Context: an optimization exercise on an open-source flow, tuned for small area and a short achievable clock period. The choices shown serve that exercise and are no tape-out recipe.
Function was checked by simulation only, so behaviour that the tests miss may differ from the original.
Power is estimated from default activity; no workload was simulated.

==> flow/design.v <==
`timescale 1ns / 1ps
module yaklasik_carpma(
    input clk,
    input rst,
    input [31:0] sayi1,
    input [31:0] sayi2,
    output [63:0] tahmini_sonuc
    );
    reg [1:0]  ph;           
    reg        ilk;          
    reg        ilkn;         
    reg [7:0]  ptr;          
    reg [7:0]  gecerli;      
    reg [7:0]  etiket [0:7];
    reg [63:0] veri [0:7];
    reg [7:0]  yaz;          
    reg [7:0]  isabet;       
    reg        son;          
    reg [63:0] cikis;        
    reg [7:0]  osec;         
    reg [31:0] ra;           
    reg [3:0]  rbt;          
    reg [7:0]  bir, iki, eks;   
    reg        ust;          
    reg [48:0] ts, tc;       
    reg [16:0] lt;           
    wire [7:0] tag = {ra[31:28], rbt};
    wire [7:0] esles;
    integer i;
    assign esles[0] = gecerli[0] && (etiket[0] == tag);
    assign esles[1] = gecerli[1] && (etiket[1] == tag);
    assign esles[2] = gecerli[2] && (etiket[2] == tag);
    assign esles[3] = gecerli[3] && (etiket[3] == tag);
    assign esles[4] = gecerli[4] && (etiket[4] == tag);
    assign esles[5] = gecerli[5] && (etiket[5] == tag);
    assign esles[6] = gecerli[6] && (etiket[6] == tag);
    assign esles[7] = gecerli[7] && (etiket[7] == tag);
    wire [15:0] yb = (ph == 2'd0) ? sayi2[15:0] : sayi2[31:16];
    wire [16:0] ybx = {yb, 1'b0};
    wire [7:0] bir_n, iki_n, eks_n;
    assign bir_n[0] = ybx[1] ^ ybx[0];
    assign iki_n[0] = (ybx[2] & ~ybx[1] & ~ybx[0]) | (~ybx[2] & ybx[1] & ybx[0]);
    assign eks_n[0] = ybx[2];
    assign bir_n[1] = ybx[3] ^ ybx[2];
    assign iki_n[1] = (ybx[4] & ~ybx[3] & ~ybx[2]) | (~ybx[4] & ybx[3] & ybx[2]);
    assign eks_n[1] = ybx[4];
    assign bir_n[2] = ybx[5] ^ ybx[4];
    assign iki_n[2] = (ybx[6] & ~ybx[5] & ~ybx[4]) | (~ybx[6] & ybx[5] & ybx[4]);
    assign eks_n[2] = ybx[6];
    assign bir_n[3] = ybx[7] ^ ybx[6];
    assign iki_n[3] = (ybx[8] & ~ybx[7] & ~ybx[6]) | (~ybx[8] & ybx[7] & ybx[6]);
    assign eks_n[3] = ybx[8];
    assign bir_n[4] = ybx[9] ^ ybx[8];
    assign iki_n[4] = (ybx[10] & ~ybx[9] & ~ybx[8]) | (~ybx[10] & ybx[9] & ybx[8]);
    assign eks_n[4] = ybx[10];
    assign bir_n[5] = ybx[11] ^ ybx[10];
    assign iki_n[5] = (ybx[12] & ~ybx[11] & ~ybx[10]) | (~ybx[12] & ybx[11] & ybx[10]);
    assign eks_n[5] = ybx[12];
    assign bir_n[6] = ybx[13] ^ ybx[12];
    assign iki_n[6] = (ybx[14] & ~ybx[13] & ~ybx[12]) | (~ybx[14] & ybx[13] & ybx[12]);
    assign eks_n[6] = ybx[14];
    assign bir_n[7] = ybx[15] ^ ybx[14];
    assign iki_n[7] = (ybx[16] & ~ybx[15] & ~ybx[14]) | (~ybx[16] & ybx[15] & ybx[14]);
    assign eks_n[7] = ybx[16];
    wire [32:0] pp0 = (({33{bir[0]}} & {1'b0, ra}) | ({33{iki[0]}} & {ra, 1'b0})) ^ {33{eks[0]}};
    wire [32:0] pp1 = (({33{bir[1]}} & {1'b0, ra}) | ({33{iki[1]}} & {ra, 1'b0})) ^ {33{eks[1]}};
    wire [32:0] pp2 = (({33{bir[2]}} & {1'b0, ra}) | ({33{iki[2]}} & {ra, 1'b0})) ^ {33{eks[2]}};
    wire [32:0] pp3 = (({33{bir[3]}} & {1'b0, ra}) | ({33{iki[3]}} & {ra, 1'b0})) ^ {33{eks[3]}};
    wire [32:0] pp4 = (({33{bir[4]}} & {1'b0, ra}) | ({33{iki[4]}} & {ra, 1'b0})) ^ {33{eks[4]}};
    wire [32:0] pp5 = (({33{bir[5]}} & {1'b0, ra}) | ({33{iki[5]}} & {ra, 1'b0})) ^ {33{eks[5]}};
    wire [32:0] pp6 = (({33{bir[6]}} & {1'b0, ra}) | ({33{iki[6]}} & {ra, 1'b0})) ^ {33{eks[6]}};
    wire [32:0] pp7 = (({33{bir[7]}} & {1'b0, ra}) | ({33{iki[7]}} & {ra, 1'b0})) ^ {33{eks[7]}};
    wire [31:0] pp8 = {32{ust}} & ra;
    wire [32:0] tsa = ts[48:16] & {33{~ilk}};
    wire [32:0] tca = tc[48:16] & {33{ilkn}};
    wire s1, k2;
    wire s3, k4;
    wire s5, k6;
    wire s7, k8;
    wire s9, k10;
    wire s11, k12;
    wire s13, k14;
    wire s15, k16;
    wire s17, k18;
    wire s19, k20;
    wire s21, k22;
    wire s23, k24;
    wire s25, k26;
    wire s27, k28;
    wire s29, k30;
    wire s31, k32;
    wire s33, k34;
    wire s35, k36;
    wire s37, k38;
    wire s39, k40;
    wire s41, k42;
    wire s43, k44;
    wire s45, k46;
    wire s47, k48;
    wire s49, k50;
    wire s51, k52;
    wire s53, k54;
    wire s55, k56;
    wire s57, k58;
    wire s59, k60;
    wire s61, k62;
    wire s63, k64;
    wire s65, k66;
    wire s67, k68;
    wire s69, k70;
    wire s71, k72;
    wire s73, k74;
    wire s75, k76;
    wire s77, k78;
    wire s79, k80;
    wire s81, k82;
    wire s83, k84;
    wire s85, k86;
    wire s87, k88;
    wire s89, k90;
    wire s91, k92;
    wire s93, k94;
    wire s95, k96;
    wire s97, k98;
    wire s99, k100;
    wire s101, k102;
    wire s103, k104;
    wire s105, k106;
    wire s107, k108;
    wire s109, k110;
    wire s111, k112;
    wire s113, k114;
    wire s115, k116;
    wire s117, k118;
    wire s119, k120;
    wire s121, k122;
    wire s123, k124;
    wire s125, k126;
    wire s127, k128;
    wire s129, k130;
    wire s131, k132;
    wire s133, k134;
    wire s135, k136;
    wire s137, k138;
    wire s139, k140;
    wire s141, k142;
    wire s143, k144;
    wire s145, k146;
    wire s147, k148;
    wire s149, k150;
    wire s151, k152;
    wire s153, k154;
    wire s155, k156;
    wire s157, k158;
    wire s159, k160;
    wire s161, k162;
    wire s163, k164;
    wire s165, k166;
    wire s167, k168;
    wire s169, k170;
    wire s171, k172;
    wire s173, k174;
    wire s175, k176;
    wire s177, k178;
    wire s179, k180;
    wire s181, k182;
    wire s183, k184;
    wire s185, k186;
    wire s187, k188;
    wire s189, k190;
    wire s191, k192;
    wire s193, k194;
    wire s195, k196;
    wire s197, k198;
    wire s199, k200;
    wire s201, k202;
    wire s203, k204;
    wire s205, k206;
    wire s207, k208;
    wire s209, k210;
    wire s211, k212;
    wire s213, k214;
    wire s215, k216;
    wire s217, k218;
    wire s219, k220;
    wire s221, k222;
    wire s223, k224;
    wire s225, k226;
    wire s227, k228;
    wire s229, k230;
    wire s231, k232;
    wire s233, k234;
    wire s235, k236;
    wire s237, k238;
    wire s239, k240;
    wire s241, k242;
    wire s243, k244;
    wire s245, k246;
    wire s247, k248;
    wire s249, k250;
    wire s251, k252;
    wire s253, k254;
    wire s255, k256;
    wire s257, k258;
    wire s259, k260;
    wire s261, k262;
    wire s263, k264;
    wire s265, k266;
    wire s267, k268;
    wire s269, k270;
    wire s271, k272;
    wire s273, k274;
    wire s275, k276;
    wire s277, k278;
    wire s279, k280;
    wire s281, k282;
    wire s283, k284;
    wire s285, k286;
    wire s287, k288;
    wire s289, k290;
    wire s291, k292;
    wire s293, k294;
    wire s295, k296;
    wire s297, k298;
    wire s299, k300;
    wire s301, k302;
    wire s303, k304;
    wire s305, k306;
    wire s307, k308;
    wire s309, k310;
    wire s311, k312;
    wire s313, k314;
    wire s315, k316;
    wire s317, k318;
    wire s319, k320;
    wire s321, k322;
    wire s323, k324;
    wire s325, k326;
    wire s327, k328;
    wire s329, k330;
    wire s331, k332;
    wire s333, k334;
    wire s335, k336;
    wire s337, k338;
    wire s339, k340;
    wire s341, k342;
    wire s343, k344;
    wire s345, k346;
    wire s347, k348;
    wire s349, k350;
    wire s351, k352;
    wire s353, k354;
    wire s355, k356;
    wire s357, k358;
    wire s359, k360;
    wire s361, k362;
    wire s363, k364;
    wire s365, k366;
    wire s367, k368;
    wire s369, k370;
    wire s371, k372;
    wire s373, k374;
    wire s375, k376;
    wire s377, k378;
    wire s379, k380;
    wire s381, k382;
    wire s383, k384;
    wire s385, k386;
    wire s387, k388;
    wire s389, k390;
    wire s391, k392;
    wire s393, k394;
    wire s395, k396;
    wire s397, k398;
    wire s399, k400;
    wire s401, k402;
    wire s403, k404;
    wire s405, k406;
    wire s407, k408;
    wire s409, k410;
    wire s411, k412;
    wire s413, k414;
    wire s415, k416;
    wire s417, k418;
    wire s419, k420;
    wire s421, k422;
    wire s423, k424;
    wire s425, k426;
    wire s427, k428;
    wire s429, k430;
    wire s431, k432;
    wire s433, k434;
    wire s435, k436;
    wire s437, k438;
    wire s439, k440;
    wire s441, k442;
    wire s443, k444;
    wire s445, k446;
    wire s447, k448;
    wire s449, k450;
    wire s451, k452;
    wire s453, k454;
    wire s455, k456;
    wire s457, k458;
    wire s459, k460;
    wire s461, k462;
    wire s463, k464;
    wire s465, k466;
    wire s467, k468;
    wire s469, k470;
    wire s471, k472;
    wire s473, k474;
    wire s475, k476;
    wire s477, k478;
    wire s479, k480;
    wire s481, k482;
    wire s483, k484;
    wire s485, k486;
    wire s487, k488;
    wire s489, k490;
    wire s491, k492;
    wire s493, k494;
    wire s495, k496;
    wire s497, k498;
    wire s499, k500;
    wire s501, k502;
    wire s503, k504;
    wire s505, k506;
    wire s507, k508;
    wire s509, k510;
    wire s511, k512;
    wire s513, k514;
    wire s515, k516;
    wire s517, k518;
    wire s519, k520;
    wire s521, k522;
    wire s523, k524;
    wire s525, k526;
    wire s527, k528;
    wire s529, k530;
    wire s531, k532;
    wire s533, k534;
    wire s535, k536;
    wire s537, k538;
    wire s539, k540;
    wire s541, k542;
    wire s543, k544;
    wire s545, k546;
    wire s547, k548;
    wire s549, k550;
    wire s551, k552;
    wire s553, k554;
    wire s555, k556;
    wire s557, k558;
    wire s559, k560;
    wire s561, k562;
    wire s563, k564;
    wire s565, k566;
    wire s567, k568;
    wire s569, k570;
    wire s571, k572;
    wire s573, k574;
    wire s575, k576;
    wire s577, k578;
    wire s579, k580;
    wire s581, k582;
    wire s583, k584;
    wire s585, k586;
    wire s587, k588;
    wire s589, k590;
    wire s591, k592;
    wire s593, k594;
    wire s595, k596;
    wire s597, k598;
    wire s599, k600;
    wire s601, k602;
    wire s603, k604;
    wire s605, k606;
    wire s607, k608;
    wire s609, k610;
    wire s611, k612;
    wire s613, k614;
    wire s615, k616;
    wire s617, k618;
    wire s619, k620;
    wire s621, k622;
    wire s623, k624;
    wire s625, k626;
    wire s627, k628;
    wire s629, k630;
    wire s631, k632;
    wire s633, k634;
    wire s635, k636;
    wire s637, k638;
    wire s639, k640;
    wire s641, k642;
    wire s643, k644;
    wire s645, k646;
    wire s647, k648;
    wire s649, k650;
    wire s651, k652;
    wire s653, k654;
    wire s655, k656;
    wire s657, k658;
    yarim_toplayici us1 (eks[6], tsa[12], s1, k2);
    yarim_toplayici us3 (tsa[13], tca[13], s3, k4);
    tam_toplayici us5 (eks[7], tsa[14], tca[14], s5, k6);
    yarim_toplayici us7 (pp0[14], pp1[12], s7, k8);
    tam_toplayici us9 (tsa[15], tca[15], pp0[15], s9, k10);
    yarim_toplayici us11 (pp1[13], pp2[11], s11, k12);
    tam_toplayici us13 (tsa[16], tca[16], pp8[0], s13, k14);
    tam_toplayici us15 (pp0[16], pp1[14], pp2[12], s15, k16);
    tam_toplayici us17 (tsa[17], tca[17], pp8[1], s17, k18);
    tam_toplayici us19 (pp0[17], pp1[15], pp2[13], s19, k20);
    yarim_toplayici us21 (pp3[11], pp4[9], s21, k22);
    tam_toplayici us23 (tsa[18], tca[18], pp8[2], s23, k24);
    tam_toplayici us25 (pp0[18], pp1[16], pp2[14], s25, k26);
    tam_toplayici us27 (pp3[12], pp4[10], pp5[8], s27, k28);
    tam_toplayici us29 (tsa[19], tca[19], pp8[3], s29, k30);
    tam_toplayici us31 (pp0[19], pp1[17], pp2[15], s31, k32);
    yarim_toplayici us33 (pp3[13], pp4[11], s33, k34);
    tam_toplayici us35 (tsa[20], tca[20], pp8[4], s35, k36);
    tam_toplayici us37 (pp0[20], pp1[18], pp2[16], s37, k38);
    tam_toplayici us39 (pp3[14], pp4[12], pp5[10], s39, k40);
    tam_toplayici us41 (tsa[21], tca[21], pp8[5], s41, k42);
    tam_toplayici us43 (pp0[21], pp1[19], pp2[17], s43, k44);
    yarim_toplayici us45 (pp3[15], pp4[13], s45, k46);
    tam_toplayici us47 (tsa[22], tca[22], pp8[6], s47, k48);
    tam_toplayici us49 (pp0[22], pp1[20], pp2[18], s49, k50);
    tam_toplayici us51 (pp3[16], pp4[14], pp5[12], s51, k52);
    tam_toplayici us53 (tsa[23], tca[23], pp8[7], s53, k54);
    tam_toplayici us55 (pp0[23], pp1[21], pp2[19], s55, k56);
    yarim_toplayici us57 (pp3[17], pp4[15], s57, k58);
    tam_toplayici us59 (tsa[24], tca[24], pp8[8], s59, k60);
    tam_toplayici us61 (pp0[24], pp1[22], pp2[20], s61, k62);
    tam_toplayici us63 (pp3[18], pp4[16], pp5[14], s63, k64);
    tam_toplayici us65 (tsa[25], tca[25], pp8[9], s65, k66);
    tam_toplayici us67 (pp0[25], pp1[23], pp2[21], s67, k68);
    yarim_toplayici us69 (pp3[19], pp4[17], s69, k70);
    tam_toplayici us71 (tsa[26], tca[26], pp8[10], s71, k72);
    tam_toplayici us73 (pp0[26], pp1[24], pp2[22], s73, k74);
    tam_toplayici us75 (pp3[20], pp4[18], pp5[16], s75, k76);
    tam_toplayici us77 (tsa[27], tca[27], pp8[11], s77, k78);
    tam_toplayici us79 (pp0[27], pp1[25], pp2[23], s79, k80);
    yarim_toplayici us81 (pp3[21], pp4[19], s81, k82);
    tam_toplayici us83 (tsa[28], tca[28], pp8[12], s83, k84);
    tam_toplayici us85 (pp0[28], pp1[26], pp2[24], s85, k86);
    tam_toplayici us87 (pp3[22], pp4[20], pp5[18], s87, k88);
    tam_toplayici us89 (tsa[29], tca[29], pp8[13], s89, k90);
    tam_toplayici us91 (pp0[29], pp1[27], pp2[25], s91, k92);
    yarim_toplayici us93 (pp3[23], pp4[21], s93, k94);
    tam_toplayici us95 (tsa[30], tca[30], pp8[14], s95, k96);
    tam_toplayici us97 (pp0[30], pp1[28], pp2[26], s97, k98);
    tam_toplayici us99 (pp3[24], pp4[22], pp5[20], s99, k100);
    tam_toplayici us101 (tsa[31], tca[31], pp8[15], s101, k102);
    tam_toplayici us103 (pp0[31], pp1[29], pp2[27], s103, k104);
    yarim_toplayici us105 (pp3[25], pp4[23], s105, k106);
    tam_toplayici us107 (tsa[32], tca[32], pp8[16], s107, k108);
    tam_toplayici us109 (pp0[32], pp1[30], pp2[28], s109, k110);
    tam_toplayici us111 (pp3[26], pp4[24], pp5[22], s111, k112);
    tam_toplayici us113 (~eks[0], pp8[17], pp1[31], s113, k114);
    yarim_toplayici us115 (pp2[29], pp3[27], s115, k116);
    tam_toplayici us117 (pp8[18], pp1[32], pp2[30], s117, k118);
    yarim_toplayici us119 (eks[3], tsa[6], s119, k120);
    yarim_toplayici us121 (tsa[7], tca[7], s121, k122);
    tam_toplayici us123 (eks[4], tsa[8], tca[8], s123, k124);
    yarim_toplayici us125 (pp0[8], pp1[6], s125, k126);
    tam_toplayici us127 (tsa[9], tca[9], pp0[9], s127, k128);
    yarim_toplayici us129 (pp1[7], pp2[5], s129, k130);
    tam_toplayici us131 (eks[5], tsa[10], tca[10], s131, k132);
    tam_toplayici us133 (pp0[10], pp1[8], pp2[6], s133, k134);
    yarim_toplayici us135 (pp3[4], pp4[2], s135, k136);
    tam_toplayici us137 (tsa[11], tca[11], pp0[11], s137, k138);
    tam_toplayici us139 (pp1[9], pp2[7], pp3[5], s139, k140);
    yarim_toplayici us141 (pp4[3], pp5[1], s141, k142);
    tam_toplayici us143 (tca[12], pp0[12], pp1[10], s143, k144);
    tam_toplayici us145 (pp2[8], pp3[6], pp4[4], s145, k146);
    tam_toplayici us147 (pp5[2], pp6[0], s1, s147, k148);
    tam_toplayici us149 (pp0[13], pp1[11], pp2[9], s149, k150);
    tam_toplayici us151 (pp3[7], pp4[5], pp5[3], s151, k152);
    tam_toplayici us153 (pp6[1], k2, s3, s153, k154);
    tam_toplayici us155 (pp2[10], pp3[8], pp4[6], s155, k156);
    tam_toplayici us157 (pp5[4], pp6[2], pp7[0], s157, k158);
    tam_toplayici us159 (k4, s5, s7, s159, k160);
    tam_toplayici us161 (pp3[9], pp4[7], pp5[5], s161, k162);
    tam_toplayici us163 (pp6[3], pp7[1], k6, s163, k164);
    tam_toplayici us165 (k8, s11, s9, s165, k166);
    tam_toplayici us167 (pp3[10], pp4[8], pp5[6], s167, k168);
    tam_toplayici us169 (pp6[4], pp7[2], k12, s169, k170);
    tam_toplayici us171 (s13, k10, s15, s171, k172);
    tam_toplayici us173 (pp5[7], pp6[5], pp7[3], s173, k174);
    tam_toplayici us175 (ilkn, s21, k14, s175, k176);
    tam_toplayici us177 (s17, k16, s19, s177, k178);
    tam_toplayici us179 (pp6[6], pp7[4], ilkn, s179, k180);
    tam_toplayici us181 (k22, k18, s23, s181, k182);
    tam_toplayici us183 (k20, s25, s27, s183, k184);
    tam_toplayici us185 (pp5[9], pp6[7], pp7[5], s185, k186);
    tam_toplayici us187 (s33, k24, s29, s187, k188);
    tam_toplayici us189 (k26, k28, s31, s189, k190);
    tam_toplayici us191 (pp6[8], pp7[6], ilkn, s191, k192);
    tam_toplayici us193 (k34, k30, s35, s193, k194);
    tam_toplayici us195 (k32, s37, s39, s195, k196);
    tam_toplayici us197 (pp5[11], pp6[9], pp7[7], s197, k198);
    tam_toplayici us199 (s45, k36, s41, s199, k200);
    tam_toplayici us201 (k38, k40, s43, s201, k202);
    tam_toplayici us203 (pp6[10], pp7[8], ilkn, s203, k204);
    tam_toplayici us205 (k46, k42, s47, s205, k206);
    tam_toplayici us207 (k44, s49, s51, s207, k208);
    tam_toplayici us209 (pp5[13], pp6[11], pp7[9], s209, k210);
    tam_toplayici us211 (s57, k48, s53, s211, k212);
    tam_toplayici us213 (k50, k52, s55, s213, k214);
    tam_toplayici us215 (pp6[12], pp7[10], ilkn, s215, k216);
    tam_toplayici us217 (k58, k54, s59, s217, k218);
    tam_toplayici us219 (k56, s61, s63, s219, k220);
    tam_toplayici us221 (pp5[15], pp6[13], pp7[11], s221, k222);
    tam_toplayici us223 (s69, k60, s65, s223, k224);
    tam_toplayici us225 (k62, k64, s67, s225, k226);
    tam_toplayici us227 (pp6[14], pp7[12], ilkn, s227, k228);
    tam_toplayici us229 (k70, k66, s71, s229, k230);
    tam_toplayici us231 (k68, s73, s75, s231, k232);
    tam_toplayici us233 (pp5[17], pp6[15], pp7[13], s233, k234);
    tam_toplayici us235 (s81, k72, s77, s235, k236);
    tam_toplayici us237 (k74, k76, s79, s237, k238);
    tam_toplayici us239 (pp6[16], pp7[14], ilkn, s239, k240);
    tam_toplayici us241 (k82, k78, s83, s241, k242);
    tam_toplayici us243 (k80, s85, s87, s243, k244);
    tam_toplayici us245 (pp5[19], pp6[17], pp7[15], s245, k246);
    tam_toplayici us247 (s93, k84, s89, s247, k248);
    tam_toplayici us249 (k86, k88, s91, s249, k250);
    tam_toplayici us251 (pp6[18], pp7[16], ilkn, s251, k252);
    tam_toplayici us253 (k94, k90, s95, s253, k254);
    tam_toplayici us255 (k92, s97, s99, s255, k256);
    tam_toplayici us257 (pp5[21], pp6[19], pp7[17], s257, k258);
    tam_toplayici us259 (s105, k96, s101, s259, k260);
    tam_toplayici us261 (k98, k100, s103, s261, k262);
    tam_toplayici us263 (pp6[20], pp7[18], ilkn, s263, k264);
    tam_toplayici us265 (k106, k102, s107, s265, k266);
    tam_toplayici us267 (k104, s109, s111, s267, k268);
    tam_toplayici us269 (pp4[25], pp5[23], pp6[21], s269, k270);
    tam_toplayici us271 (pp7[19], s115, k108, s271, k272);
    tam_toplayici us273 (k110, k112, s113, s273, k274);
    tam_toplayici us275 (pp3[28], pp4[26], pp5[24], s275, k276);
    tam_toplayici us277 (pp6[22], pp7[20], ilkn, s277, k278);
    tam_toplayici us279 (k116, k114, s117, s279, k280);
    tam_toplayici us281 (~eks[1], pp8[19], pp2[31], s281, k282);
    tam_toplayici us283 (pp3[29], pp4[27], pp5[25], s283, k284);
    tam_toplayici us285 (pp6[23], pp7[21], k118, s285, k286);
    tam_toplayici us287 (pp8[20], pp2[32], pp3[30], s287, k288);
    tam_toplayici us289 (pp4[28], pp5[26], pp6[24], s289, k290);
    yarim_toplayici us291 (pp7[22], ilkn, s291, k292);
    tam_toplayici us293 (~eks[2], pp8[21], pp3[31], s293, k294);
    tam_toplayici us295 (pp4[29], pp5[27], pp6[25], s295, k296);
    tam_toplayici us297 (pp8[22], pp3[32], pp4[30], s297, k298);
    yarim_toplayici us299 (pp5[28], pp6[26], s299, k300);
    tam_toplayici us301 (~eks[3], pp8[23], pp4[31], s301, k302);
    yarim_toplayici us303 (pp8[24], pp4[32], s303, k304);
    yarim_toplayici us305 (eks[1], tsa[2], s305, k306);
    yarim_toplayici us307 (tsa[3], tca[3], s307, k308);
    tam_toplayici us309 (eks[2], tsa[4], tca[4], s309, k310);
    yarim_toplayici us311 (pp0[4], pp1[2], s311, k312);
    tam_toplayici us313 (tsa[5], tca[5], pp0[5], s313, k314);
    yarim_toplayici us315 (pp1[3], pp2[1], s315, k316);
    tam_toplayici us317 (tca[6], pp0[6], pp1[4], s317, k318);
    tam_toplayici us319 (pp2[2], pp3[0], s119, s319, k320);
    tam_toplayici us321 (pp0[7], pp1[5], pp2[3], s321, k322);
    tam_toplayici us323 (pp3[1], k120, s121, s323, k324);
    tam_toplayici us325 (pp2[4], pp3[2], pp4[0], s325, k326);
    tam_toplayici us327 (k122, s123, s125, s327, k328);
    tam_toplayici us329 (pp3[3], pp4[1], k124, s329, k330);
    tam_toplayici us331 (k126, s129, s127, s331, k332);
    tam_toplayici us333 (pp5[0], k130, s131, s333, k334);
    tam_toplayici us335 (s135, k128, s133, s335, k336);
    tam_toplayici us337 (k132, k136, s141, s337, k338);
    tam_toplayici us339 (k134, s137, s139, s339, k340);
    tam_toplayici us341 (k142, k138, k140, s341, k342);
    tam_toplayici us343 (s143, s145, s147, s343, k344);
    tam_toplayici us345 (k144, k146, k148, s345, k346);
    tam_toplayici us347 (s149, s151, s153, s347, k348);
    tam_toplayici us349 (k150, k152, k154, s349, k350);
    tam_toplayici us351 (s155, s157, s159, s351, k352);
    tam_toplayici us353 (k156, k158, s161, s353, k354);
    tam_toplayici us355 (s163, k160, s165, s355, k356);
    tam_toplayici us357 (k162, s167, k164, s357, k358);
    tam_toplayici us359 (s169, k166, s171, s359, k360);
    tam_toplayici us361 (k168, s173, k170, s361, k362);
    tam_toplayici us363 (s175, k172, s177, s363, k364);
    tam_toplayici us365 (k174, s179, k176, s365, k366);
    tam_toplayici us367 (s181, k178, s183, s367, k368);
    tam_toplayici us369 (s185, k180, k182, s369, k370);
    tam_toplayici us371 (s187, k184, s189, s371, k372);
    tam_toplayici us373 (k186, s191, k188, s373, k374);
    tam_toplayici us375 (s193, k190, s195, s375, k376);
    tam_toplayici us377 (s197, k192, k194, s377, k378);
    tam_toplayici us379 (s199, k196, s201, s379, k380);
    tam_toplayici us381 (k198, s203, k200, s381, k382);
    tam_toplayici us383 (s205, k202, s207, s383, k384);
    tam_toplayici us385 (s209, k204, k206, s385, k386);
    tam_toplayici us387 (s211, k208, s213, s387, k388);
    tam_toplayici us389 (k210, s215, k212, s389, k390);
    tam_toplayici us391 (s217, k214, s219, s391, k392);
    tam_toplayici us393 (s221, k216, k218, s393, k394);
    tam_toplayici us395 (s223, k220, s225, s395, k396);
    tam_toplayici us397 (k222, s227, k224, s397, k398);
    tam_toplayici us399 (s229, k226, s231, s399, k400);
    tam_toplayici us401 (s233, k228, k230, s401, k402);
    tam_toplayici us403 (s235, k232, s237, s403, k404);
    tam_toplayici us405 (k234, s239, k236, s405, k406);
    tam_toplayici us407 (s241, k238, s243, s407, k408);
    tam_toplayici us409 (s245, k240, k242, s409, k410);
    tam_toplayici us411 (s247, k244, s249, s411, k412);
    tam_toplayici us413 (k246, s251, k248, s413, k414);
    tam_toplayici us415 (s253, k250, s255, s415, k416);
    tam_toplayici us417 (s257, k252, k254, s417, k418);
    tam_toplayici us419 (s259, k256, s261, s419, k420);
    tam_toplayici us421 (k258, s263, k260, s421, k422);
    tam_toplayici us423 (s265, k262, s267, s423, k424);
    tam_toplayici us425 (s269, k264, k266, s425, k426);
    tam_toplayici us427 (s271, k268, s273, s427, k428);
    tam_toplayici us429 (k270, s275, s277, s429, k430);
    tam_toplayici us431 (k272, k274, s279, s431, k432);
    tam_toplayici us433 (k276, s281, s283, s433, k434);
    tam_toplayici us435 (k278, k280, s285, s435, k436);
    tam_toplayici us437 (k282, k284, s287, s437, k438);
    tam_toplayici us439 (s289, s291, k286, s439, k440);
    tam_toplayici us441 (pp7[23], k288, k290, s441, k442);
    tam_toplayici us443 (k292, s293, s295, s443, k444);
    tam_toplayici us445 (pp7[24], ilkn, s299, s445, k446);
    tam_toplayici us447 (k294, k296, s297, s447, k448);
    tam_toplayici us449 (pp5[29], pp6[27], pp7[25], s449, k450);
    tam_toplayici us451 (k300, k298, s301, s451, k452);
    tam_toplayici us453 (pp5[30], pp6[28], pp7[26], s453, k454);
    tam_toplayici us455 (ilkn, s303, k302, s455, k456);
    tam_toplayici us457 (~eks[4], pp8[25], pp5[31], s457, k458);
    tam_toplayici us459 (pp6[29], pp7[27], k304, s459, k460);
    tam_toplayici us461 (pp8[26], pp5[32], pp6[30], s461, k462);
    yarim_toplayici us463 (pp7[28], ilkn, s463, k464);
    tam_toplayici us465 (~eks[5], pp8[27], pp6[31], s465, k466);
    yarim_toplayici us467 (pp8[28], pp6[32], s467, k468);
    yarim_toplayici us469 (eks[0], tsa[0], s469, k470);
    yarim_toplayici us471 (tsa[1], tca[1], s471, k472);
    tam_toplayici us473 (tca[2], pp0[2], pp1[0], s473, k474);
    tam_toplayici us475 (pp0[3], pp1[1], k306, s475, k476);
    tam_toplayici us477 (pp2[0], k308, s309, s477, k478);
    tam_toplayici us479 (k310, k312, s315, s479, k480);
    tam_toplayici us481 (k316, k314, s317, s481, k482);
    tam_toplayici us483 (k318, k320, s321, s483, k484);
    tam_toplayici us485 (k322, k324, s325, s485, k486);
    tam_toplayici us487 (k326, s329, k328, s487, k488);
    tam_toplayici us489 (k330, s333, k332, s489, k490);
    tam_toplayici us491 (k334, s337, k336, s491, k492);
    tam_toplayici us493 (k338, k340, s341, s493, k494);
    tam_toplayici us495 (k342, s345, k344, s495, k496);
    tam_toplayici us497 (k346, s349, k348, s497, k498);
    tam_toplayici us499 (k350, s353, k352, s499, k500);
    tam_toplayici us501 (k354, s357, k356, s501, k502);
    tam_toplayici us503 (k358, s361, k360, s503, k504);
    tam_toplayici us505 (k362, s365, k364, s505, k506);
    tam_toplayici us507 (k366, s369, k368, s507, k508);
    tam_toplayici us509 (k370, s373, k372, s509, k510);
    tam_toplayici us511 (k374, s377, k376, s511, k512);
    tam_toplayici us513 (k378, s381, k380, s513, k514);
    tam_toplayici us515 (k382, s385, k384, s515, k516);
    tam_toplayici us517 (k386, s389, k388, s517, k518);
    tam_toplayici us519 (k390, s393, k392, s519, k520);
    tam_toplayici us521 (k394, s397, k396, s521, k522);
    tam_toplayici us523 (k398, s401, k400, s523, k524);
    tam_toplayici us525 (k402, s405, k404, s525, k526);
    tam_toplayici us527 (k406, s409, k408, s527, k528);
    tam_toplayici us529 (k410, s413, k412, s529, k530);
    tam_toplayici us531 (k414, s417, k416, s531, k532);
    tam_toplayici us533 (k418, s421, k420, s533, k534);
    tam_toplayici us535 (k422, s425, k424, s535, k536);
    tam_toplayici us537 (s429, k426, k428, s537, k538);
    tam_toplayici us539 (s433, k430, k432, s539, k540);
    tam_toplayici us541 (k434, s437, k436, s541, k542);
    tam_toplayici us543 (k438, s441, s443, s543, k544);
    tam_toplayici us545 (s445, k442, k444, s545, k546);
    tam_toplayici us547 (s449, k446, k448, s547, k548);
    tam_toplayici us549 (k450, s453, k452, s549, k550);
    tam_toplayici us551 (k454, s457, s459, s551, k552);
    tam_toplayici us553 (k458, s461, s463, s553, k554);
    tam_toplayici us555 (pp7[29], k462, k464, s555, k556);
    tam_toplayici us557 (pp7[30], ilkn, s467, s557, k558);
    tam_toplayici us559 (~eks[6], pp8[29], pp7[31], s559, k560);
    yarim_toplayici us561 (pp8[30], pp7[32], s561, k562);
    yarim_toplayici us563 (tca[0], pp0[0], s563, k564);
    tam_toplayici us565 (pp0[1], k470, s471, s565, k566);
    tam_toplayici us567 (k472, s305, s473, s567, k568);
    tam_toplayici us569 (s307, k474, s475, s569, k570);
    tam_toplayici us571 (s311, k476, s477, s571, k572);
    tam_toplayici us573 (s313, k478, s479, s573, k574);
    tam_toplayici us575 (s319, k480, s481, s575, k576);
    tam_toplayici us577 (s323, k482, s483, s577, k578);
    tam_toplayici us579 (s327, k484, s485, s579, k580);
    tam_toplayici us581 (k486, s331, s487, s581, k582);
    tam_toplayici us583 (s335, k488, s489, s583, k584);
    tam_toplayici us585 (s339, k490, s491, s585, k586);
    tam_toplayici us587 (s343, k492, s493, s587, k588);
    tam_toplayici us589 (s347, k494, s495, s589, k590);
    tam_toplayici us591 (s351, k496, s497, s591, k592);
    tam_toplayici us593 (k498, s355, s499, s593, k594);
    tam_toplayici us595 (s359, k500, s501, s595, k596);
    tam_toplayici us597 (s363, k502, s503, s597, k598);
    tam_toplayici us599 (s367, k504, s505, s599, k600);
    tam_toplayici us601 (s371, k506, s507, s601, k602);
    tam_toplayici us603 (s375, k508, s509, s603, k604);
    tam_toplayici us605 (s379, k510, s511, s605, k606);
    tam_toplayici us607 (s383, k512, s513, s607, k608);
    tam_toplayici us609 (s387, k514, s515, s609, k610);
    tam_toplayici us611 (s391, k516, s517, s611, k612);
    tam_toplayici us613 (s395, k518, s519, s613, k614);
    tam_toplayici us615 (s399, k520, s521, s615, k616);
    tam_toplayici us617 (s403, k522, s523, s617, k618);
    tam_toplayici us619 (s407, k524, s525, s619, k620);
    tam_toplayici us621 (s411, k526, s527, s621, k622);
    tam_toplayici us623 (s415, k528, s529, s623, k624);
    tam_toplayici us625 (s419, k530, s531, s625, k626);
    tam_toplayici us627 (s423, k532, s533, s627, k628);
    tam_toplayici us629 (s427, k534, s535, s629, k630);
    tam_toplayici us631 (s431, k536, s537, s631, k632);
    tam_toplayici us633 (s435, k538, s539, s633, k634);
    tam_toplayici us635 (s439, k540, s541, s635, k636);
    tam_toplayici us637 (k440, s543, k542, s637, k638);
    tam_toplayici us639 (s447, k544, s545, s639, k640);
    tam_toplayici us641 (s451, k546, s547, s641, k642);
    tam_toplayici us643 (s455, k548, s549, s643, k644);
    tam_toplayici us645 (k456, s551, k550, s645, k646);
    tam_toplayici us647 (k460, s553, k552, s647, k648);
    tam_toplayici us649 (s465, k554, s555, s649, k650);
    tam_toplayici us651 (k466, s557, k556, s651, k652);
    tam_toplayici us653 (k468, s559, k558, s653, k654);
    tam_toplayici us655 (ilkn, s561, k560, s655, k656);
    tam_toplayici us657 (~eks[7], pp8[31], k562, s657, k658);
    wire [48:0] ns, nc;
    assign ns[0] = s563;
    assign nc[0] = s469;
    assign ns[1] = k564;
    assign nc[1] = s565;
    assign ns[2] = k566;
    assign nc[2] = s567;
    assign ns[3] = k568;
    assign nc[3] = s569;
    assign ns[4] = k570;
    assign nc[4] = s571;
    assign ns[5] = k572;
    assign nc[5] = s573;
    assign ns[6] = k574;
    assign nc[6] = s575;
    assign ns[7] = k576;
    assign nc[7] = s577;
    assign ns[8] = k578;
    assign nc[8] = s579;
    assign ns[9] = k580;
    assign nc[9] = s581;
    assign ns[10] = k582;
    assign nc[10] = s583;
    assign ns[11] = k584;
    assign nc[11] = s585;
    assign ns[12] = k586;
    assign nc[12] = s587;
    assign ns[13] = k588;
    assign nc[13] = s589;
    assign ns[14] = k590;
    assign nc[14] = s591;
    assign ns[15] = k592;
    assign nc[15] = s593;
    assign ns[16] = k594;
    assign nc[16] = s595;
    assign ns[17] = k596;
    assign nc[17] = s597;
    assign ns[18] = k598;
    assign nc[18] = s599;
    assign ns[19] = k600;
    assign nc[19] = s601;
    assign ns[20] = k602;
    assign nc[20] = s603;
    assign ns[21] = k604;
    assign nc[21] = s605;
    assign ns[22] = k606;
    assign nc[22] = s607;
    assign ns[23] = k608;
    assign nc[23] = s609;
    assign ns[24] = k610;
    assign nc[24] = s611;
    assign ns[25] = k612;
    assign nc[25] = s613;
    assign ns[26] = k614;
    assign nc[26] = s615;
    assign ns[27] = k616;
    assign nc[27] = s617;
    assign ns[28] = k618;
    assign nc[28] = s619;
    assign ns[29] = k620;
    assign nc[29] = s621;
    assign ns[30] = k622;
    assign nc[30] = s623;
    assign ns[31] = k624;
    assign nc[31] = s625;
    assign ns[32] = k626;
    assign nc[32] = s627;
    assign ns[33] = k628;
    assign nc[33] = s629;
    assign ns[34] = k630;
    assign nc[34] = s631;
    assign ns[35] = k632;
    assign nc[35] = s633;
    assign ns[36] = k634;
    assign nc[36] = s635;
    assign ns[37] = k636;
    assign nc[37] = s637;
    assign ns[38] = k638;
    assign nc[38] = s639;
    assign ns[39] = k640;
    assign nc[39] = s641;
    assign ns[40] = k642;
    assign nc[40] = s643;
    assign ns[41] = k644;
    assign nc[41] = s645;
    assign ns[42] = k646;
    assign nc[42] = s647;
    assign ns[43] = k648;
    assign nc[43] = s649;
    assign ns[44] = k650;
    assign nc[44] = s651;
    assign ns[45] = k652;
    assign nc[45] = s653;
    assign ns[46] = k654;
    assign nc[46] = s655;
    assign ns[47] = k656;
    assign nc[47] = s657;
    assign ns[48] = k658;
    assign nc[48] = 1'b0;
    wire [7:0] okusec = (son ? isabet : osec) & {8{~rst}};
    wire [63:0] okunan =
        ({64{okusec[0]}} & veri[0]) |
        ({64{okusec[1]}} & veri[1]) |
        ({64{okusec[2]}} & veri[2]) |
        ({64{okusec[3]}} & veri[3]) |
        ({64{okusec[4]}} & veri[4]) |
        ({64{okusec[5]}} & veri[5]) |
        ({64{okusec[6]}} & veri[6]) |
        ({64{okusec[7]}} & veri[7]);
    wire [47:0] ust48 = ts[47:0] + tc[47:0] + {47'd0, lt[16]};
    wire [63:0] carpim = {ust48, lt[15:0]};
    wire [63:0] cikis_n = okunan | ({64{son && !rst && isabet == 8'd0}} & carpim);
    always @(posedge clk) begin
        ra <= sayi1;
        rbt <= sayi2[31:28];
        bir <= bir_n;
        iki <= iki_n;
        eks <= eks_n;
        ust <= yb[15];
        ts <= ns;
        tc <= nc;
        lt <= {1'b0, ts[15:0]} + {1'b0, tc[15:0]};
        isabet <= esles;
        yaz <= (ph == 2'd2 && esles == 8'd0) ? ptr : 8'd0;
        cikis <= cikis_n;
        if (rst) begin
            ph <= 2'd0;
            ilk <= 1'b0;
            ilkn <= 1'b1;
            son <= 1'b0;
            osec <= 8'd0;
            ptr <= 8'd1;
            gecerli <= 8'd0;
        end else begin
            ph <= ph + 2'd1;
            ilk <= (ph == 2'd0);
            ilkn <= (ph != 2'd0);
            son <= (ph == 2'd2);
            if (son) begin
                osec <= (isabet == 8'd0) ? ptr : isabet;
                if (isabet == 8'd0) begin
                    gecerli <= gecerli | ptr;
                    ptr <= {ptr[6:0], ptr[7]};
                end
            end
        end
    end
    always @(posedge clk) begin
        for (i = 0; i < 8; i = i + 1)
            if (yaz[i]) begin
                veri[i] <= carpim;
                etiket[i] <= tag;
            end
    end
    assign tahmini_sonuc = cikis;
endmodule
module tam_toplayici(input a, input b, input c, output s, output co);
    assign s = a ^ b ^ c;
    assign co = (a & b) | (a & c) | (b & c);
endmodule
module yarim_toplayici(input a, input b, output s, output co);
    assign s = a ^ b;
    assign co = a & b;
endmodule
==> flow/flow/run.sh <==
#!/bin/bash
# The standard layout, with two changes to how it is made:
# - timing repair aims at a tighter slack target (repair_timing -setup_margin),
#   so that it also works on paths that already meet the clock period;
# - the port buffers are plain buf_1 cells (repair resizes them as needed).
set -euo pipefail
export SETUP_SLACK_MARGIN=7.5
export BUFFER_PORTS_ARGS="-buffer_cell sky130_fd_sc_hd__buf_1"
bash standard.sh > standard_run.log 2>&1
==> flow/standard.sh <==
#!/bin/bash
# synth_recipe.tcl (not shown) runs the flow's synth.tcl, then flattens the netlist and writes it again
# the make line also repeats each setting of config.mk as NAME=value (left out here)
make -C /OpenROAD-flow-scripts/flow DESIGN_CONFIG=/design/flow/config.mk WORK_HOME=/design/flow/orfs CLKGATE_MAP_FILE= SYNTH_SCRIPT=/design/flow/synth_recipe.tcl "${@:-finish}"
==> flow/config.mk <==
export PLATFORM = sky130hd
export DESIGN_NAME = yaklasik_carpma
export DESIGN_NICKNAME = yaklasik_carpma
export VERILOG_FILES = /design/flow/design.v
export SDC_FILE = /design/flow/constraint.sdc
export NUM_CORES = 4
export LEC_CHECK = 0
export CAP_MARGIN = 20
export CORE_MARGIN = 2
export CORE_UTILIZATION = 50
export CTS_CLUSTER_DIAMETER = 120
export CTS_CLUSTER_SIZE = 22
export SLEW_MARGIN = 20
export SYNTH_HIERARCHICAL = 1
export SYNTH_MINIMUM_KEEP_SIZE = 0
==> flow/constraint.sdc <==
create_clock -name core_clock -period 11.0 [get_ports {clk}]
set_input_delay 2.2000 -clock core_clock [delete_from_list [all_inputs] [get_ports {clk}]]
set_output_delay 2.2000 -clock core_clock [all_outputs]
set_load 0.01 [all_outputs]
==> summary.md, run 1 <==
| Metric | Value |
|---|---|
| Syn-to-layout area delta | 10.9% |
| First-pass DRT Iterations | 6 |
| Most frequent cells in the layout | edfxtp_1 (576), a22oi_1 (367), xnor2_1 (321) |
| Placement Setup Slack | between 6000 and 7000 ps |
| CP bufs+invs | 1 |
| Clock Root Buffer | clkbuf_16 |
| Startpoint class of the critical path | flip-flop |
| GRT Overall Usage | between 20 and 30% |
| Clk buf depth | 3 |
| CP Depth | 8 |
| Reg2Reg Capture Point | tc[27] |
| Layout Nets | 3646 |
| Critical Path End | tc[27] |
| Worst R2R Setup Slack | 7430 ps |
| Synth Area in Simple Gates | between 5 and 6% |
| Worst Setup SP | ra[15] |
| Detailed-route DRC error count | 0 |
| Routed WL | ~120 mm |
| Actual slew at the worst max-slew pin | approximately 1100 ps |
| Share of cells above drive strength 1 | 10.3% |
| Number of antenna violations at the first check in global routing | 0 |
| # hold bufs at CTS | 0 |
| First-pass GRT wire length | 178 mm |
| Core area | 85000 sq um |
| TritonCTS buffer count | 46 |
| PD cells | 364 nW/um^2 |
| Min cycle time layout | 3570 ps |
| Tcrit/Tclk final | 32.5% |
| 1st-iter DRT viols | 2609 |
| Relative slew slack | 21.7% |
| Final hold violations | 0 |
| R2r worst-path depth | 8 |
| Adder-cell share of the synthesized area | 16.4% |
| Setup ws final | between 7000 and 8000 ps |
| CP most frequent cell | fa_1 |
| Max Transition Viols Final | 0 |
| Cell count after synthesis | 3152 |
| Clk sinks | 859 |
| CTS H-tree lvls | 2 |
| Worst Path Required | around 12000 ps |
| Clock slew at reported path FFs | 100 ps |
| Gp weighted congestion | 0.877 |
| XOR/XNOR Fraction of Synth Area | 8.05% |
| CP top delay family | adder cells |
| Critical path's slowest cell | fa_1 |
| TritonCTS clock tree | yes |
| Synth Flop Type | edfxtp_1 |
| # Max-Cap Violations | 0 |
| Die extent in x | approximately 300 um |
| Die ar. | 87900 sq um |
| Placed Area | 44100 sq um |
| Total gr overflow | 0 |
| Commonest non-fill, non-tap cell in the layout | edfxtp_1 |
| Clk_skew | 31.0 ps |
| Yosys reg bits | 859 |
| Status | no timing/DRC/antenna violations |
| CP Class | flip-flop to flip-flop |
| Final setup vio count | 0 |
| IO buf count | 129 |
| Main combinational cell family by area after synthesis | adder cells |
| CP endpoint kind | flip-flop |
| Synthesized cell area | 42800 sq um |
| I/O pin count | 130 |
| Leakage power | 16.4 nW |
| VDD IR-drop max | 0.323 mV |
| Antenna viol nets, final | 0 |
| Diodes inserted | 0 |
| Peak Freq | 280 MHz |
| RSZ-0062 raised after global routing | yes |
| Post-synth EDFFs | between 500 and 600 |
| Post-Syn Nets | 3599 |
| Compound-Gate Fraction of Synth Area | between 10% and 20% |
| Detailed placement HPWL | 72.3 mm |
| Final TNS setup | 0 ps |
| Avg WL per Cell | 27.8 um |
| WHS | 416 ps |
| Yosys cell types | 67 |
| Rows | 107 |
| Die height | 296 um |
| Mean area per synthesized cell | 13.6 sq um |
| Pin count of the biggest net entering global routing | 68 |
| Sequential-to-total area share from yosys stat | 53.7% |
| HP Class | flip-flop to flip-flop |
| Finished layout cell area | 47400 sq um |
| FF-to-FF Start | ra[15] |
| Number of global-route vias before repair | 27600 |
| Clock latency on the worst-skew pair | between 600 and 700 ps |
| Via count | between 20000 and 30000 |
| Post-synthesis mux area share | 0.758% |
| Initial Util | 50.3% |
| Slowest cell delay on critical path | 520 ps |
| Warnings, synthesis | 9 |
| Vias per cell | 6.20 |
| FFs w/ async S/R, synth | 0% |
| CP max FO | 9 |
| Cells along the critical path | buf_4, a22oi_1, xnor2_1, fa_1, fa_1, fa_1, fa_1, fa_1 |
| Worst Path Arrival | 4090 ps |
synth_stat cells, types with 59 or more instances:
master,count,area share [%]
fa_1,300,14
xnor2_1,334,6.8
dfxtp_1,283,13
a22o_1,63,1.3
clkbuf_1,195,1.7
and2_1,76,1.1
edfxtp_1,576,40
nand4_1,59,0.86
xor2_1,59,1.2
ha_1,81,2.4
a221oi_1,64,1.3
a22oi_1,378,6.6
nand2_1,120,1.1
a21oi_1,69,0.81
cell families after synthesis:
group,after synthesis
DFF,859
AOI/OAI and AO/OA,736
and+or+nand+nor,453
xor gates and xnor gates,393
adders and majority gates,381
buffers and inverters,297
muxes,32
other,1
worst min path at each step:
stage	start	cells past startpoint	to	slack, ps
2_1_floorplan	ph[0]	1	ph[0]	390
3_3_place_gp	ph[0]	1	ph[0]	400
3_5_place_dp	ph[0]	1	ph[0]	410
4_1_cts	ph[0]	1	ph[0]	420
5_1_grt	ph[0]	1	ph[0]	460
6_report	ph[0]	1	ph[0]	420
power by group:
part | internal (mW) | leakage (nW) | switching [mW] | total [mW]
clock | 0.836 | 0.668 | 1.06 | 1.89
sequential | 5.06 | 7.56 | 0.340 | 5.41
combinational | 4.03 | 8.15 | 5.96 | 9.98
layer usage:
metal | global-route usage [%] | up-vias | part of all wire [%]
met1 | 37.1 | 14100 | 42
met3 | 3.58 | 236 | 6.5
met2 | 45.6 | 1203 | 49
li1 | - | 11600 | -
met4 | 7.70 | 0 | 3.0
met5 | 0 | - | 0
modules after synthesis (local to each module, per instance):
module | cells | flops+latches | times used
yarim_toplayici | 1 | 0 | 32
yaklasik_carpma | 2823 | 859 | 1
tam_toplayici | 1 | 0 | 297
worst register-to-register path, stage by stage, from the launching register on:
cell and delay [ps]:
dfxtp_4 420, buf_4 210, a22oi_1 280, xnor2_1 190, fa_1 470, fa_1 490, fa_1 400, fa_1 520
fa_1 470
final cells by class:
class / count / area, sq um
fillers: 6842 / 37600
repair buffers: 253 / 2130
inverters: 40 / 150
multi-input cells: 1999 / 19200
well taps: 1144 / 1430
clock inverters: 8 / 134
flip-flops and latches: 859 / 23100
clock buffers: 78 / 1270
sequential cells by signal, indices dropped and copies added (netlist names):
| register | count |
|---|---|
| rbt | 4 |
| lt | 17 |
| ra | 32 |
| ph | 2 |
| son | 1 |
| veri | 512 |
| ilkn | 1 |
| yaz | 8 |
| ptr | 8 |
| eks | 8 |
| isabet | 8 |
| osec | 8 |
| cikis | 64 |
| bir | 8 |
| ts | 49 |
| iki | 8 |
| etiket | 64 |
| gecerli | 8 |
| ilk | 1 |
| tc | 48 |
metrics by stage:
step	utilization, %	total power [mW]	std cells
after floorplan	-	11.1	3152
after global placement	51.9	14.4	4210
after detailed placement	51.9	14.7	4210
after CTS	54.3	16.8	4312
after global routing	55.8	18.5	4381
final	55.8	17.3	4381
what timing repair did:
action | in CTS | in global routing
resized for setup | 114 | 90
buffers inserted | 14 | 63
cloned | 2 | 6
setup endpoints to repair | 262 | 230
pin swaps | 5 | 37
==> run 2: changes to the inputs <==
==> flow/run.sh (new file) <==
#!/bin/bash
# synth_recipe.tcl (not shown) runs the flow's synth.tcl, then flattens the netlist and writes it again
# the make line also repeats each setting of config.mk as NAME=value (left out here)
make -C /OpenROAD-flow-scripts/flow DESIGN_CONFIG=/design/flow/config.mk WORK_HOME=/design/flow/orfs CLKGATE_MAP_FILE= SYNTH_SCRIPT=/design/flow/synth_recipe.tcl finish
removed: flow/flow/run.sh
removed: flow/standard.sh
==> run 2 against run 1 <==
Net effect: sequential power is 2% higher; global-route usage is essentially flat; synthesized cell count stayed put; die area stayed put; combinational power fell by 9.0%; largest power group unchanged; core utilization shrank 1.3 points; area after synthesis unchanged; highest routed layer unchanged.
==> summary.md, run 2 <==
| Metric | Value |
|---|---|
| Status | no timing/DRC/antenna violations |
| Final TNS setup | 0 ps |
| Multi-input logic area | 18800 sq um |
| Cell count after synthesis | 3152 |
| Post-Syn Nets | 3599 |
| Warnings, synthesis | 9 |
| Relative slew slack | 25.2% |
| Main combinational cell family by area after synthesis | adder cells |
| Top reg by flops | veri |
| Grt peak-use layer | met2 |
| GRT Overall Usage | a little over a quarter |
| Critical path's slowest cell | dfxtp_1 |
| Worst Path Required | 11490 ps |
| Net Switching | 6.98 mW |
| Syn-to-layout area delta | 8.40% |
| Final hold violations | 0 |
| Clock network power share | 11.2% |
| Clock Root Buffer | clkbuf_16 |
| Final setup vio count | 0 |
| Vias per cell | 6.16 |
| Setup ws final | about 7000 ps |
| Clk_skew | 19.9 ps |
| Min cycle time layout | 4090 ps |
| TritonCTS buffer count | 45 |
| Clk buf depth | 3 |
| Most frequent cell after synthesis | edfxtp_1 |
| Max reg flops | 512 |
| Die ar. | 87900 sq um |
| Cts repair resizes | 0 |
| Final core occ | 54.5% |
| GRT met2 Usage | ~46% |
| Avg WL per Cell | 27.6 um |
| Top post-synthesis cells by count | edfxtp_1 (576), a22oi_1 (378), xnor2_1 (334) |
| Die extent in x | 296 um |
| Die height | 296 um |
| First-pass DRT Iterations | 5 |
| Number of global-route vias before repair | 27600 |
| CP most frequent cell | fa_1 |
| M1 GR Usage | a little under two fifths |
| Synth Flop Type | edfxtp_1 |
| Share of the synthesized area in the top cell type | 40.5% |
| Combinational Power Share | 55.3% |
| HP Class | flip-flop to flip-flop |
| # Max-Cap Violations | 0 |
| Yosys cell types | 67 |
| Yosys reg bits | roughly 860 |
| Pin count of the biggest net entering global routing | 71 |
| Internal power | 9.44 mW |
| Antenna viol nets, final | 0 |
| Max Transition Viols Final | 0 |
| Switching share of total power | 42.5% |
| PD cells | ~350 nW/um^2 |
| Placement Setup Slack | around 6300 ps |
| Initial Util | 50.3% |
| Core area | 85000 sq um |
| Post-synthesis mux area share | less than 1% |
| Total gr overflow | 0 |
| CP Class | flip-flop to flip-flop |
| Layout Nets | 3565 |
| Via count | 26500 |
| 1st-iter DRT viols | 2432 |
| Detailed-route DRC error count | 0 |
| Synthesized cell area | 42800 sq um |
| CP endpoint kind | flip-flop |
| Rows | 107 |
| Regs by FF count | veri: 512 flops, cikis: 64 flops, etiket: 64 flops |
| I/O pin count | 130 |
| Leakage power | 15.9 nW |
| First-pass GRT wire length | 178 mm |
| Flop pwr share | 33.5% |
| Detailed placement HPWL | 75.0 mm |
| Compound-Gate Fraction of Synth Area | 12.8% |
| Sequential-to-total area share from yosys stat | 53.7% |
| Mean area per synthesized cell | about 14 sq um |
| Most frequent cells in the layout | edfxtp_1 (576), a22oi_1 (378), xnor2_1 (328) |
| Postcts setup bufs | 0 |
| Adder-cell share of the synthesized area | between 10% and 20% |
| FFs w/ async S/R, synth | 0% |
| Clk sinks | 859 |
| Top cells by area, synth | edfxtp_1 (40%), fa_1 (14%), dfxtp_1 (13%), xnor2_1 (6.8%), a22oi_1 (6.6%) |
| GR Util met3 | 3.18% |
| VDD IR-drop max | 0.223 mV |
| Layout fillers | approximately 7000 |
| Slowest cell delay on critical path | roughly 1000 ps |
| CP max FO | 17 |
| Gp weighted congestion | 0.882 |
| Commonest non-fill, non-tap cell in the layout | edfxtp_1 |
| Cells along the critical path | a22oi_1, xnor2_1, fa_1, fa_1, fa_1, fa_1, fa_1 |
| Register area | 23000 sq um |
| Worst Path Arrival | between 4000 and 5000 ps |
| Clock latency on the worst-skew pair | ~630 ps |
| TritonCTS clock tree | yes |
| RSZ-0062 raised after global routing | no |
| Post-synth EDFFs | 576 |
| Tcrit/Tclk final | 37.2% |
| Synth Area in Simple Gates | ~5.6% |
| Clock slew at reported path FFs | 90 ps |
| Share of cells above drive strength 1 | 5.07% |
| CTS H-tree lvls | 2 |
| Actual slew at the worst max-slew pin | 1120 ps |
| # hold bufs at CTS | 0 |
| Peak Freq | roughly 240 MHz |
| IO buf count | 129 |
| Number of antenna violations at the first check in global routing | 0 |
| XOR/XNOR Fraction of Synth Area | 8.05% |
| Largest area contributor in the netlist | edfxtp_1 |
| Startpoint class of the critical path | flip-flop |
| Routed WL | 119 mm |
run 2: cell counts after synthesis:
No cell type changed its count.
run 2: per-stage QoR:
stage	cell area [sq um]	hold WS (ps)	instances	power, mW
2_1_floorplan	42800	393	3152	11.1
3_3_place_gp	44900	399	4215	14.3
3_5_place_dp	44900	407	4215	14.6
4_1_cts	46300	423	4299	16.4
5_1_grt	46300	448	4299	17.6
6_report	46300	421	4302	16.4
run 2: path summary, 6_finish.rpt:
path               start  cells past startpoint  slack, ps      to
hold reg to reg    ph[0]                      1        420   ph[0]
setup / recovery  ra[18]                      7       6910  tc[19]
hold / removal     ph[0]                      1        420   ph[0]
setup reg to reg  ra[18]                      7       6910  tc[19]
run 2: layout make-up:
class / instances / area share [%]
Tap cell: 1144 / 3.09
Sequential cell: 859 / 49.7
Timing Repair Buffer: 176 / 3.54
Clock buffer: 78 / 2.70
Multi-Input combinational cell: 1996 / 40.5
Inverter: 40 / 0.324
Clock inverter: 6 / 0.189
Antenna cell: 3 / 0.0162
run 2: per-module statistics from Yosys (local to each module, per instance):
module           flip-flops and latches  cell area, sq um  times used  cells
tam_toplayici                         0              20.0         297      1
yaklasik_carpma                     859             36400           1   2823
yarim_toplayici                       0              12.5          32      1
run 2: kinds of logic after synthesis:
family / after synthesis
other: 1
buffers and inverters: 297
AO/OA/AOI/OAI: 736
flip-flops: 859
XOR/XNOR: 393
multiplexers: 32
adder cells (fa/ha/maj): 381
AND/OR/NAND/NOR: 453
run 2: layer usage:
metal	part of all wire [%]	vias to the layer above
met3	6.3	224
met4	3.4	0
met2	49	1143
met1	41	13700
met5	0	-
li1	-	11500
run 2: power by group through the flow:
stage / registers [mW] / logic [mW] / clock network [mW]
after global placement: 5.55 / 8.73 / 0
after floorplan: 5.28 / 5.85 / 0
after global routing: 5.54 / 10.1 / 1.98
after detailed placement: 5.57 / 8.99 / 0
final: 5.50 / 9.08 / 1.83
after CTS: 5.49 / 9.00 / 1.88
run 2: critical path: cells and delay by family (launching register included):
| kind | cells | cell delay [ps] |
|---|---|---|
| AO/OA/AOI/OAI | 1 | 240 |
| flip-flops | 1 | 1030 |
| adder cells (fa/ha/maj) | 5 | 2460 |
| XOR/XNOR | 1 | 210 |

what the ideal ports hide:
No port has a modelled driver above. Below, the same layouts with a new extraction and two added sets of constraints.
Step 1, drivers: a clkbuf_16 drives clk and a buf_2 each remaining input, both assumed.
Step 2 adds t to the input delays and takes it off the output delays; t is the mean of the earliest and latest rising clock arrival at the registers after step 1. Input paths then give back, and output paths get back, about the clock's delay inside the block.
a / b / c = ideal ports / drivers / drivers and shift; a / b = the first two.
| run | t (ns) | setup slack, ns | hold slack, ns | worst data-port slew with drivers (ns) |
|---|---|---|---|---|
| run 1 | 0.699 | 7.429 / 7.429 / 6.864 | 0.416 / 0.416 / 0.416 | 0.05 |
| run 2 | 0.695 | 6.912 / 6.912 / 6.287 | 0.421 / 0.421 / 0.421 | 0.05 |
After both steps setup and hold are still met in every run listed. For run 2, which loses most, drivers alone change the setup slack by 0.000 ns; drivers and shift together by -0.625 ns.
